Context: an optimization exercise on an open-source flow, tuned for small area and a short achievable clock period. The choices shown serve that exercise and are no tape-out recipe.
The RTL was checked by simulation tests, not by an equivalence proof against the original design.
Power figures rest on the tool's default switching activity, not on a simulated workload.

Design RV32I, start of the top module:
module RV32I(output [31:0] Result, output [31:0] Result2, input clk, rst, input test, input [7:0] test_addr,
             output zero, overload,
             input [31:0] instr, output [31:0] pc);
export LEC_CHECK = 0
export CAP_MARGIN = 20
export CORE_MARGIN = 2
export CORE_UTILIZATION = 40
export CTS_CLUSTER_DIAMETER = 100
export CTS_CLUSTER_SIZE = 25
export SLEW_MARGIN = 20
export SYNTH_HIERARCHICAL = 1
create_clock -name core_clock -period 22.0 [get_ports {clk}]
standard.sh (not shown) runs the stock make flow with config.mk's settings and CLKGATE_MAP_FILE= SYNTH_SCRIPT=/design/flow/synth_recipe.tcl, a recipe that flattens the netlist after the stock synthesis.
==> flow/flow/run.sh <==
#!/bin/bash
# Own layout flow: the standard layout (standard.sh, standard synthesis) with
#  - timing repair aiming at 10 ns of setup slack instead of 0, on the worst path only (the clock period and
#    the constraints are unchanged; this only makes repair_timing work harder),
#  - buf_4 port buffers and cell resizing across footprints,
#  - a clock tree without dummy loads.
# Each tool's full output stays in orfs/logs (per step); make's own output goes to make.log.
set -euo pipefail
bash standard.sh \
  SETUP_SLACK_MARGIN=10 TNS_END_PERCENT=0 \
  MATCH_CELL_FOOTPRINT=0 \
  "BUFFER_PORTS_ARGS=-buffer_cell sky130_fd_sc_hd__buf_4" \
  "CTS_ARGS=-sink_clustering_enable -repair_clock_nets -dont_use_dummy_load -sink_clustering_size 25 -sink_clustering_max_diameter 100" \
  finish > make.log 2>&1
==> next run, changes <==
--- a/flow/design.v
+++ b/flow/design.v
@@ -353,58 +353,54 @@
         end
         for (b = 0; b < 32; b = b + 1) begin : bits
             wire [63:0] col;
             for (g = 0; g < 64; g = g + 1) begin : c
                 assign col[g] = m[g*32 + b];
             end
             rd64 p(RD[b], (b < 16) ? rs : rs1, col);
         end
     endgenerate
 endmodule
-module wbmux(output [31:0] Y, YI,       
+module wbmux(output [31:0] Y,
              input [31:0] W, ALU, OTH,
              input L0, L1, L2, L3, H1, H3, LW,
              input Q7, Q15B, Q15, Q23, Q31B, Q31,
              input SA, SO);
-    wire x0, x1, x2, x3, ext8n, ext16n, ext16m;
+    wire x0, x1, x2, x3, ext8n, ext16n;
     g_a22oi s0(x0, Q7, W[7], Q15B, W[15]);
     g_a22oi s1(x1, Q23, W[23], Q31B, W[31]);
     g_and2  s2(ext8n, x0, x1);
     g_a22oi s3(x2, Q7, W[7], Q15, W[15]);
     g_a22oi s4(x3, Q23, W[23], Q31, W[31]);
-    g_and2  s5(ext16n, x2, x3);           
-    g_and2  s6(ext16m, x2, x3);           
+    g_and2  s5(ext16n, x2, x3);
     wire [31:0] ta, to;
     genvar j;
     generate
         for (j = 0; j < 32; j = j + 1) begin : bt
             g_nand2 ua(ta[j], SA, ALU[j]);         
             g_nand2 uo(to[j], SO, OTH[j]);
         end
         for (j = 0; j < 8; j = j + 1) begin : b0
             wire t0, t1;
             g_a22oi  u0(t0, L0, W[j], L1, W[j+8]);
             g_a22oi  u1(t1, L2, W[j+16], L3, W[j+24]);
             g_nand4  u2(Y[j], t0, t1, to[j], ta[j]);
-            g_nand4  u3(YI[j], t0, t1, to[j], ta[j]);
         end
         for (j = 8; j < 16; j = j + 1) begin : b1
             wire t0;
             g_a22oi  u0(t0, H1, W[j], H3, W[j+16]);
             g_nand4  u2(Y[j], t0, ext8n, to[j], ta[j]);
-            g_nand4  u3(YI[j], t0, ext8n, to[j], ta[j]);
         end
         for (j = 16; j < 32; j = j + 1) begin : b2
             wire t0;
             g_nand2  u0(t0, LW, W[j]);
-            g_nand4  u2(Y[j], t0, (j < 24) ? ext16n : ext16m, to[j], ta[j]);
-            g_nand4  u3(YI[j], t0, (j < 24) ? ext16n : ext16m, to[j], ta[j]);
+            g_nand4  u2(Y[j], t0, ext16n, to[j], ta[j]);
         end
     endgenerate
 endmodule
 module RV32I(output [31:0] Result, output [31:0] Result2, input clk, rst, input test, input [7:0] test_addr,
              output zero, overload,
              input [31:0] instr, output [31:0] pc);
     wire [6:0] op = instr[6:0];
     wire [2:0] f3 = instr[14:12];
     wire f30 = instr[30];
     wire f25 = instr[25];
@@ -506,29 +502,34 @@
     wire hi3  = ish & a1;
     wire q7   = isb & sgn & ~a1 & ~a0;
     wire q15b = isb & sgn & ~a1 & a0;
     wire q23  = isb & sgn & a1 & ~a0;
     wire q31b = isb & sgn & a1 & a0;
     wire q15  = q15b | (ish & sgn & ~a1);
     wire q31  = q31b | (ish & sgn & a1);
     wire r2_ld  = test | isL;
     wire r2_alu = ~test & wb_alu;
     wire r2_hld = ~test & ~isL & ~wb_alu;
-    wire [31:0] wb;      
-    wbmux u_wb1(.Y(Result), .YI(wb), .W(word), .ALU(alu_y), .OTH(pc4),
+    wbmux u_wb1(.Y(Result), .W(word), .ALU(alu_y), .OTH(pc4),
                 .L0(isL & sel0), .L1(isL & sel1), .L2(isL & sel2), .L3(isL & sel3),
                 .H1(isL & hi1), .H3(isL & hi3), .LW(isL & isw),
                 .Q7(isL & q7), .Q15B(isL & q15b), .Q15(isL & q15), .Q23(isL & q23),
                 .Q31B(isL & q31b), .Q31(isL & q31),
                 .SA(wb_alu), .SO(wb_pc4));
-    wire [31:0] r2_unused;
-    wbmux u_wb2(.Y(Result2), .YI(r2_unused), .W(word), .ALU(alu_y), .OTH(hold2),
+    wire [31:0] wb;
+    wbmux u_wb3(.Y(wb), .W(word), .ALU(alu_y), .OTH(pc4),
+                .L0(isL & sel0), .L1(isL & sel1), .L2(isL & sel2), .L3(isL & sel3),
+                .H1(isL & hi1), .H3(isL & hi3), .LW(isL & isw),
+                .Q7(isL & q7), .Q15B(isL & q15b), .Q15(isL & q15), .Q23(isL & q23),
+                .Q31B(isL & q31b), .Q31(isL & q31),
+                .SA(wb_alu), .SO(wb_pc4));
+    wbmux u_wb2(.Y(Result2), .W(word), .ALU(alu_y), .OTH(hold2),
                 .L0(r2_ld & sel0), .L1(r2_ld & sel1), .L2(r2_ld & sel2), .L3(r2_ld & sel3),
                 .H1(r2_ld & hi1), .H3(r2_ld & hi3), .LW(r2_ld & isw),
                 .Q7(r2_ld & q7), .Q15B(r2_ld & q15b), .Q15(r2_ld & q15), .Q23(r2_ld & q23),
                 .Q31B(r2_ld & q31b), .Q31(r2_ld & q31),
                 .SA(r2_alu), .SO(r2_hld));
     register_file u_rf(.RD1n(rs1n), .RD2n(rs2n), .clk(clk), .rst(rst), .WE(reg_wr & ~test),
                        .A1(ra1), .A2(ra2), .A3(rd), .WD3(wb));
     always @(posedge clk or posedge rst) begin
         if (rst) begin
             PC <= 32'd0;
Effect:
- The new run completed with no timing, DRC or antenna violations
- die area increases by about 0.4%
- total power increases by 0.80%
- critical path depth decreases by 3
- fmax decreases by 1.0%
- sequential power stays flat
- final area decreases by about 0.44%
- cell count hardly moves


RV32I, a different RTL version from the one above (not shown whole).
Size: ~140 I/O pins, ~130000 um^2 of cells after synthesis.
==> module g_a22o, before the edit <==
module g_a22o(output y, input a1, a2, b1, b2);
    assign y = (a1 & a2) | (b1 & b2);
endmodule
==> module register_file, before the edit <==
module register_file(output [31:0] RD1n, RD2n,
                     input clk, rst, WE,
                     input [4:0] A1, A2, A3,
                     input [31:0] WD3);
    reg [31*32-1:0] r;    
    reg [31:1] v;
    wire [31:0] wsel = (32'd1 << A3) & {{31{WE}}, 1'b0};
    wire [31:1] s1, s2;
    rdec d1(s1, A1, v);
    rdec d2(s2, A2, v);
    genvar g, b;
    generate
        for (g = 1; g < 32; g = g + 1) begin : regs
            wire h = v[g] & ~wsel[g];
            wire [31:0] d;
            for (b = 0; b < 32; b = b + 1) begin : bb
                g_a22o u(d[b], r[(g-1)*32 + b], h, WD3[b], wsel[g]);
            end
            always @(posedge clk)
                r[(g-1)*32 +: 32] <= d;
            always @(posedge clk or posedge rst)
                if (rst)
                    v[g] <= 1'b0;
                else if (wsel[g])
                    v[g] <= 1'b1;
        end
        for (b = 0; b < 32; b = b + 1) begin : bits
            wire [31:1] col;
            for (g = 1; g < 32; g = g + 1) begin : c
                assign col[g] = r[(g-1)*32 + b];
            end
            rd31n p1(RD1n[b], s1, col);
            rd31n p2(RD2n[b], s2, col);
        end
    endgenerate
endmodule
==> module data_memory, before the edit <==
module data_memory(output [31:0] RD,
                   input clk, rst, WE,
                   input [3:0] LE,
                   input [5:0] WA,
                   input [31:0] WD,
                   input [7:0] SA,
                   input [15:0] SB);
    reg [64*32-1:0] m;
    reg [63:0] v;
    wire [63:0] wsel = (64'd1 << WA) & {64{WE}};
    wire [31:0] wd = WD & {{8{LE[3]}}, {8{LE[2]}}, {8{LE[1]}}, {8{LE[0]}}};
    wire [63:0] rs;
    genvar g, l, b;
    generate
        for (g = 0; g < 64; g = g + 1) begin : words
            for (l = 0; l < 4; l = l + 1) begin : lanes
                wire e = wsel[g] & (LE[l] | ~v[g]);
                wire h = v[g] & ~e;
                wire [7:0] d;
                for (b = 0; b < 8; b = b + 1) begin : bb
                    g_a22o u(d[b], m[g*32 + l*8 + b], h, wd[l*8 + b], e);
                end
                always @(posedge clk)
                    m[g*32 + l*8 +: 8] <= d;
            end
            always @(posedge clk or posedge rst)
                if (rst)
                    v[g] <= 1'b0;
                else if (wsel[g])
                    v[g] <= 1'b1;
        end
        for (g = 0; g < 64; g = g + 1) begin : sel
            wire rsn0;
            g_nand3 u0(rsn0, SA[g % 8], SB[g / 4], v[g]);
            g_inv   d0(rs[g], rsn0);
        end
        for (b = 0; b < 32; b = b + 1) begin : bits
            wire [63:0] col;
            for (g = 0; g < 64; g = g + 1) begin : c
                assign col[g] = m[g*32 + b];
            end
            rd64 p(RD[b], rs, col);
        end
    endgenerate
endmodule
clock: 22.0 ns
lec_check: 0
cap_margin: 20
core_margin: 2
core_utilization: 40
cts_buf_list: sky130_fd_sc_hd__clkbuf_8
cts_cluster_diameter: 60
cts_cluster_size: 16
slew_margin: 20
synth_hierarchical: 1
==> flow/flow/run.sh <==
#!/bin/bash
# Own layout flow: the standard layout (standard.sh, standard synthesis) with
#  - timing repair aiming at 10 ns of setup slack instead of 0, on the worst path only
#    (the clock period and the constraints are unchanged; this only makes
#    repair_timing work harder),
#  - buffers from synthesis removed at floorplan (instead of a first timing repair),
#  - buf_4 port buffers and cell resizing across footprints,
#  - a clock tree of clkbuf_8 cells without dummy loads.
# Each tool's full output stays in orfs/logs (per step); make's own output goes to make.log.
set -euo pipefail
bash standard.sh \
  SETUP_SLACK_MARGIN=10 TNS_END_PERCENT=0 REMOVE_ABC_BUFFERS=1 \
  MATCH_CELL_FOOTPRINT=0 \
  "BUFFER_PORTS_ARGS=-buffer_cell sky130_fd_sc_hd__buf_4" \
  "CTS_ARGS=-sink_clustering_enable -repair_clock_nets -dont_use_dummy_load -sink_clustering_size 16 -sink_clustering_max_diameter 60 -buf_list sky130_fd_sc_hd__clkbuf_8" \
  finish > make.log 2>&1
The starting point produced a clean layout.
Next try:
--- a/flow/design.v
+++ b/flow/design.v
@@ -39,11 +39,8 @@
 endmodule
 module g_and2(output y, input a, b);
     assign y = a & b;
 endmodule
-module g_a22o(output y, input a1, a2, b1, b2);
-    assign y = (a1 & a2) | (b1 & b2);
-endmodule
 module rd64(output y, input [63:0] s, input [63:0] d);
     wire [21:0] t;       
     genvar k;
     generate
@@ -134,15 +131,11 @@
     rdec d2(s2, A2, v);
     genvar g, b;
     generate
         for (g = 1; g < 32; g = g + 1) begin : regs
-            wire h = v[g] & ~wsel[g];
-            wire [31:0] d;
-            for (b = 0; b < 32; b = b + 1) begin : bb
-                g_a22o u(d[b], r[(g-1)*32 + b], h, WD3[b], wsel[g]);
-            end
             always @(posedge clk)
-                r[(g-1)*32 +: 32] <= d;
+                if (wsel[g])
+                    r[(g-1)*32 +: 32] <= WD3;
             always @(posedge clk or posedge rst)
                 if (rst)
                     v[g] <= 1'b0;
                 else if (wsel[g])
@@ -338,16 +331,11 @@
     genvar g, l, b;
     generate
         for (g = 0; g < 64; g = g + 1) begin : words
             for (l = 0; l < 4; l = l + 1) begin : lanes
-                wire e = wsel[g] & (LE[l] | ~v[g]);
-                wire h = v[g] & ~e;
-                wire [7:0] d;
-                for (b = 0; b < 8; b = b + 1) begin : bb
-                    g_a22o u(d[b], m[g*32 + l*8 + b], h, wd[l*8 + b], e);
-                end
                 always @(posedge clk)
-                    m[g*32 + l*8 +: 8] <= d;
+                    if (wsel[g] & (LE[l] | ~v[g]))
+                        m[g*32 + l*8 +: 8] <= wd[l*8 +: 8];
             end
             always @(posedge clk or posedge rst)
                 if (rst)
                     v[g] <= 1'b0;
Outcome: Via count drops by a quarter to a third; cell area rises slightly; area after synthesis increases slightly; clock power fell by a few percent; maximum frequency climbs slightly; non-clock buffer count increases by 91; setup slack improves by 0.17 ns; sequential power rises by about a fifth; routed wire length goes down by about a fifth; global-route usage is lower by 7.4 points; clock skew decreases by 0.0085 ns; critical path depth is lower by 1; register-to-register slack gets better by 0.59 ns; total power came out higher by a little under a tenth.

afterwards: timing with drivers on the ports:
Ports are ideal in the flow. The routed layouts listed here were re-timed in OpenROAD.
Step 1 assumes that a clkbuf_16 drives the clock port and a buf_2 every other input.
Step 2 adds t to the input delays and takes it off the output delays; t is the mean of the earliest and latest rising clock arrival at the registers after step 1. Input paths then give back, and output paths get back, about the clock's delay inside the block.
Three values: ideal ports, drivers, drivers and shift; two values: the first two.
| run | t (ns) | slack for setup (ns) | hold WS [ns] | worst data-port slew with drivers (ns) | cell pins on the clock port's net |
|---|---|---|---|---|---|
| the first run of note 1 | 0.942 | 6.885 / 6.797 / 6.797 | 0.513 / 0.513 / 0.513 | 0.28 | 1 |
| the second run of note 1 | 0.952 | 6.726 / 6.662 / 6.662 | 0.510 / 0.510 / 0.510 | 0.27 | 1 |
| the first run of note 2 | 1.183 | 6.883 / 6.769 / 6.769 | 0.486 / 0.486 / 0.486 | 0.42 | 1 |
| the second run of note 2 | 1.139 | 7.052 / 6.903 / 6.903 | 0.508 / 0.508 / 0.508 | 0.26 | 1 |
After both steps every run listed still meets setup and hold. The setup slack of the second run of note 2, which loses most, moves by -0.149 ns with the drivers and by -0.149 ns with both steps.
